This is an optimization exercise on Yosys and OpenROAD, whose aim is small area, a short achievable clock period and few clock cycles, not a production implementation. The RTL was checked by simulation tests, not by an equivalence proof against the original design. Power figures rest on the tool's default switching activity, not on a simulated workload.

== run H ==
Design LASER, start of the top module:
module LASER (
    input CLK,
    input RST,
    input [3:0] X,
    input [3:0] Y,
    output reg [3:0] C1X,
    output reg [3:0] C1Y,
    output reg [3:0] C2X,
    output reg [3:0] C2Y,
    output reg DONE
);
Size: ~8100 cells after synthesis, ~1000 flip-flops, ~27 I/O pins, about 67000 um2 of cells after synthesis.
clock: 10.0 ns
lec_check: 0
cap_margin: 20
core_margin: 2
core_utilization: 65
place_density: 0.72
slew_margin: 20
run.sh (not shown) runs the stock make flow with config.mk's settings and CLKGATE_MAP_FILE= SYNTH_SCRIPT=/design/flow/synth_recipe.tcl, a recipe that flattens the netlist after the stock synthesis.
Testbench counts of run H, summed over its fixed seeds: cycles 10,254.
Setup changes, run H to run A
--- a/flow/design.v
+++ b/flow/design.v
@@ -103,35 +103,35 @@
             else if (g < 30) begin : CC assign colC[u][g-20] = mask[g][u]; end
             else begin : CD assign colD[u][g-30] = mask[g][u]; end
         end
         assign inc_new[g] = |(mask[g] & m_selh);
     end
 endgenerate
-wire [7:0] pa [0:10];
-wire [7:0] pb [0:10];
-wire [7:0] pc [0:10];
-wire [7:0] pd [0:10];
+wire [3:0] pa [0:10];
+wire [3:0] pb [0:10];
+wire [3:0] pc [0:10];
+wire [3:0] pd [0:10];
 generate
     for (u = 0; u < 11; u = u + 1) begin : PC
-        pc10cs upa (.v(colA[u]), .s(pa[u]));
-        pc10cs upb (.v(colB[u]), .s(pb[u]));
-        pc10cs upc (.v(colC[u]), .s(pc[u]));
-        pc10cs upd (.v(colD[u]), .s(pd[u]));
+        pc10 upa (.v(colA[u]), .s(pa[u]));
+        pc10 upb (.v(colB[u]), .s(pb[u]));
+        pc10 upc (.v(colC[u]), .s(pc[u]));
+        pc10 upd (.v(colD[u]), .s(pd[u]));
     end
 endgenerate
 wire [10:0] m_isref;
 generate
     for (u = 0; u < 11; u = u + 1) begin : RF
         wire [3:0] cxu = m_mode15 ? (4'd15 - u) : (4'd13 - u);
         assign m_isref[u] = (cxu == refx) && (m_cy == refy);
     end
 endgenerate
-reg [7:0]  ca [0:10];
-reg [7:0]  cb [0:10];
-reg [7:0]  cc [0:10];
-reg [7:0]  cd [0:10];
+reg [3:0]  ca [0:10];
+reg [3:0]  cb [0:10];
+reg [3:0]  cc [0:10];
+reg [3:0]  cd [0:10];
 reg        s_v, s_R, s_mode15, s_first;
 reg [10:0] s_valid, s_nonref;
 reg [3:0]  s_cy;
 function gt2(input [1:0] x, input [1:0] y);
     gt2 = (x[1] & ~y[1]) | ((x[1] | ~y[1]) & x[0] & ~y[0]);
 endfunction
@@ -291,14 +291,13 @@
     s_mode15 <= m_mode15;
     s_first <= m_first;
     s_valid <= m_R ? m_selh : m_valid;
     s_nonref <= ~m_isref;
     s_cy <= m_cy;
     for (i = 0; i < 11; i = i + 1)
-        lm[i] <= ((({2'b0, ca[i][3:0]} + {2'b0, ca[i][7:4]}) + ({2'b0, cb[i][3:0]} + {2'b0, cb[i][7:4]})) +
-                  (({2'b0, cc[i][3:0]} + {2'b0, cc[i][7:4]}) + ({2'b0, cd[i][3:0]} + {2'b0, cd[i][7:4]})));
+        lm[i] <= ({1'b0, ca[i]} + {1'b0, cb[i]}) + ({1'b0, cc[i]} + {1'b0, cd[i]});
     u_mode15 <= s_mode15;
     u_first <= s_first;
     u_valid <= s_valid;
     u_nonref <= s_nonref;
     u_cy <= s_cy;
     t0 <= gs[0]; t1 <= gs[1]; t2 <= gs[2];
@@ -333,13 +332,13 @@
                 if (improve) improve <= 1'b0;
             end else last <= om;
         end
     end
 end
 endmodule
-module pc10cs(input [9:0] v, output [7:0] s);
+module pc10(input [9:0] v, output [3:0] s);
   wire t1;
   wire t2;
   wire t3;
   wire t4;
   wire t5;
   wire t6;
@@ -354,8 +353,8 @@
   assign t5 = v[6] ^ v[7] ^ v[8];
   assign t6 = (v[6] & v[7]) | (v[6] & v[8]) | (v[7] & v[8]);
   assign t7 = t1 ^ t3 ^ t5;
   assign t8 = (t1 & t3) | (t1 & t5) | (t3 & t5);
   assign t9 = t2 ^ t4 ^ t6;
   assign t10 = (t2 & t4) | (t2 & t6) | (t4 & t6);
-  assign s = {1'b0,1'b0,t9,v[9],1'b0,t10,t8,t7};
+  assign s = {1'b0,t10,t8,t7} + {1'b0,1'b0,t9,v[9]};
 endmodule
--- outcome ---
Flip-flop and latch area: run A < run H. From run H to run A the numbers moved as follows: die area picked up an extra 1000 um2; achievable frequency picked up an extra 0.0043 GHz; final area picked up an extra 1.1%; layout net count picked up an extra 343; number of flip-flops and latches lost 4.3%.
Testbench counts of run A, summed over its fixed seeds: cycles 10,254.

== red ==
LASER, a different RTL version from the one above (not shown whole).
Size: roughly 8200 cells after synthesis, ~860 flip-flops, ~66000 µm² of cells after synthesis.
clock: 10.0 ns
lec_check: 0
cap_margin: 20
core_margin: 2
core_utilization: 65
place_density: 0.72
slew_margin: 20
Testbench counts of red, summed over its fixed seeds: cycles 10,001.
Modified inputs, blue compared to red
-- flow/design.v --
<<< red, line 26
reg [5:0] mr;            
reg [5:0] circ;          
wire [3:0] refx = ls ? C1X : C2X;
wire [3:0] refy = ls ? C1Y : C2Y;
integer i, k;
genvar g, u;
>>> blue, line 26
reg [5:0] mr;            
reg [5:0] circ;          
reg  [3:0] refx, refy;    
integer i, k;
genvar g, u;
<<< red, line 134
reg [10:0] s_valid, s_nonref;
reg [3:0]  s_cy;
function gt6(input [5:0] x, input [5:0] y);
    integer i;
    reg c;
    begin
        c = 1'b0;
        for (i = 0; i < 6; i = i + 1) c = (x[i] & ~y[i]) | (x[i] & c) | (~y[i] & c);
        gt6 = c;
    end
endfunction
>>> blue, line 133
reg [10:0] s_valid, s_nonref;
reg [3:0]  s_cy;
function gt2(input [1:0] x, input [1:0] y);
    gt2 = (x[1] & ~y[1]) | ((x[1] | ~y[1]) & x[0] & ~y[0]);
endfunction
function gt6(input [5:0] x, input [5:0] y);
    reg g10, g32, g54, ge32, ge54;
    begin
        g10 = gt2(x[1:0], y[1:0]);
        g32 = gt2(x[3:2], y[3:2]);
        g54 = gt2(x[5:4], y[5:4]);
        ge32 = ~gt2(y[3:2], x[3:2]);
        ge54 = ~gt2(y[5:4], x[5:4]);
        gt6 = g54 | (ge54 & (g32 | (ge32 & g10)));
    end
endfunction
<<< red, line 193
wire [3:0] by_next = take_new ? (hasL ? t_cy : refy) : take_eq ? t_cy : by;
reg spec_ok_r;
wire spec_ok_next = (bx_next == bx) && (by_next == by);
wire [3:0] rcy_next = (st == S_LOAD) ? 4'd0 :
                      (st == S_ISSUE) ? (rA ? rcy : rcy + 4'd1) :
                      (st == S_FIN) ? (spec_ok_r ? 4'd3 : 4'd2) : rcy;
reg [5:0] last, mb;
reg       improve;
>>> blue, line 197
wire [3:0] by_next = take_new ? (hasL ? t_cy : refy) : take_eq ? t_cy : by;
reg spec_ok_r;
reg [3:0] sx, sy;
wire spec_ok_next = (bx_next == sx) && (by_next == sy);
wire [3:0] rcy_next = (st == S_LOAD) ? 4'd0 :
                      (st == S_ISSUE) ? (rA ? rcy : rcy + 4'd1) :
                      (st == S_FIN) ? (spec_ok_r ? 4'd4 : 4'd2) : rcy;
reg [5:0] last, mb;
reg       improve;
<<< red, line 223
    end else begin
        DONE <= 1'b0;
        m_v <= (st == S_ISSUE) || ((st == S_LOAD) && (lcnt == 6'd39)) ||
               ((st == S_FIN) && spec_ok_r && !(stop || hit));
        s_v <= m_v;
        t_v <= s_v;
        m_R <= selR;
        s_R <= m_R;
        t_R <= s_R;
        selR <= (st == S_W2) || ((st == S_W3) && !spec_ok_next);
        case (st)
            S_LOAD: begin
>>> blue, line 228
    end else begin
        DONE <= 1'b0;
        m_v <= (st == S_ISSUE) || ((st == S_LOAD) && (lcnt == 6'd39)) || (st == S_W3) ||
               ((st == S_FIN) && spec_ok_r && !(stop || hit));
        s_v <= m_v && !((st == S_FIN) && !(spec_ok_r && !(stop || hit)));
        t_v <= s_v;
        m_R <= selR;
        s_R <= m_R;
        t_R <= s_R;
        selR <= (st == S_W1) || ((st == S_W3) && !spec_ok_next);
        case (st)
            S_LOAD: begin
<<< red, line 274
    m_mode15 <= w_mode15;
    m_selh <= 11'd1 << ((bx > 4'd13) ? 4'd15 - bx : 4'd13 - bx);
    m_first <= (st == S_FIN) || rA || (!p1 && rcy == 4'd2);
    m_valid <= rA ? 11'b00000000011 : ((st == S_FIN) || (!p1 && rcy == 4'd2)) ? 11'b11111111110 : 11'b11111111111;
    m_cy <= (st == S_FIN) ? 4'd2 : rcy;
    for (i = 0; i < 11; i = i + 1) begin
        ca[i] <= pa[i];
>>> blue, line 279
    m_mode15 <= w_mode15;
    m_selh <= 11'd1 << ((bx > 4'd13) ? 4'd15 - bx : 4'd13 - bx);
    m_first <= (st == S_W3) || rA || (!p1 && rcy == 4'd2);
    m_valid <= rA ? 11'b00000000011 : ((st == S_W3) || (!p1 && rcy == 4'd2)) ? 11'b11111111110 : 11'b11111111111;
    m_cy <= (st == S_W3) ? 4'd2 : (st == S_FIN) ? 4'd3 : rcy;
    for (i = 0; i < 11; i = i + 1) begin
        ca[i] <= pa[i];
<<< red, line 295
    bx <= bx_next;
    by <= by_next;
    w_cy <= (st == S_W2) ? by_next : (st == S_W3) ? (spec_ok_next ? 4'd2 : by_next) : rcy_next;
    if (st == S_W3) spec_ok_r <= spec_ok_next;
    if (st == S_LOAD) begin
        C1X <= 4'd0; C1Y <= 4'd0; C2X <= 4'd0; C2Y <= 4'd0;
>>> blue, line 300
    bx <= bx_next;
    by <= by_next;
    w_cy <= (st == S_W1) ? by_next : (st == S_W2) ? 4'd2 :
            (st == S_W3) ? (spec_ok_next ? 4'd3 : by_next) : rcy_next;
    if (st == S_W1) begin sx <= bx_next; sy <= by_next; end
    if (st == S_W3) spec_ok_r <= spec_ok_next;
    if (st == S_LOAD) begin refx <= 4'd0; refy <= 4'd0; end
    else if (st == S_W3) begin refx <= bx_next; refy <= by_next; end
    if (st == S_LOAD) begin
        C1X <= 4'd0; C1Y <= 4'd0; C2X <= 4'd0; C2Y <= 4'd0;
--- outcome ---
Number of non-clock buffers: red and blue compared, lower one is red. Delta (blue minus red): global-route usage decreased 1.0 points, complex-gate fraction of the synthesized area lost 0.28 points, smallest setup slack after layout has increased, internal power summed over all cells dropped 2.2%, design area saw an increase. Cmp blue vs red: count of flip-flops with a built-in enable after synthesis higher in blue. blue against red: total power after layout decreased by 1.4% relative to the old numbers; count of routing violations after the opening detailed-route iteration decreased by 1068 relative to the old numbers; hold slack closely matched the old numbers; total number of nets in the final design increased by 4.4% relative to the old numbers; area after synthesis increased by about 1.8% relative to the old numbers. Looking at number of well taps across red and blue, the one that comes out higher is blue. Any difference in starting utilization of the core area between red and blue is small enough to ignore.
Testbench counts of blue, summed over its fixed seeds: cycles 9,898.

## re-timing with driven ports
The results above use ideal ports. As a check the final layouts listed here were re-extracted and re-timed, cells and wires unchanged. Step 1 (the two cells are an assumption about what drives the block):
set clk [get_ports {CLK}]
set_driving_cell -lib_cell sky130_fd_sc_hd__clkbuf_16 $clk
set_driving_cell -lib_cell sky130_fd_sc_hd__buf_2 [delete_from_list [all_inputs] $clk]
Step 2 times the ports against the registers' clock, not the clock port: input delays grow and output delays shrink by t, the midpoint of the rising clock arrivals with the driver on. a / b / c = no drivers / after step 1 / after step 2; a / b = the first two.
run | t, ns | slack for setup (ns) | worst hold slack (ns)
run H | 0.785 | 5.749 / 5.749 / 5.749 | 0.326 / 0.326 / 0.326
run A | 0.794 | 5.826 / 5.826 / 5.808 | 0.315 / 0.315 / 0.315
red | 0.781 | 5.183 / 5.183 / 5.183 | 0.323 / 0.323 / 0.323
blue | 0.782 | 5.359 / 5.359 / 5.359 | 0.322 / 0.322 / 0.322
After both steps every run listed still meets setup and hold. For run A, which loses most, drivers alone change the setup slack by 0.000 ns; drivers and shift together by -0.018 ns.
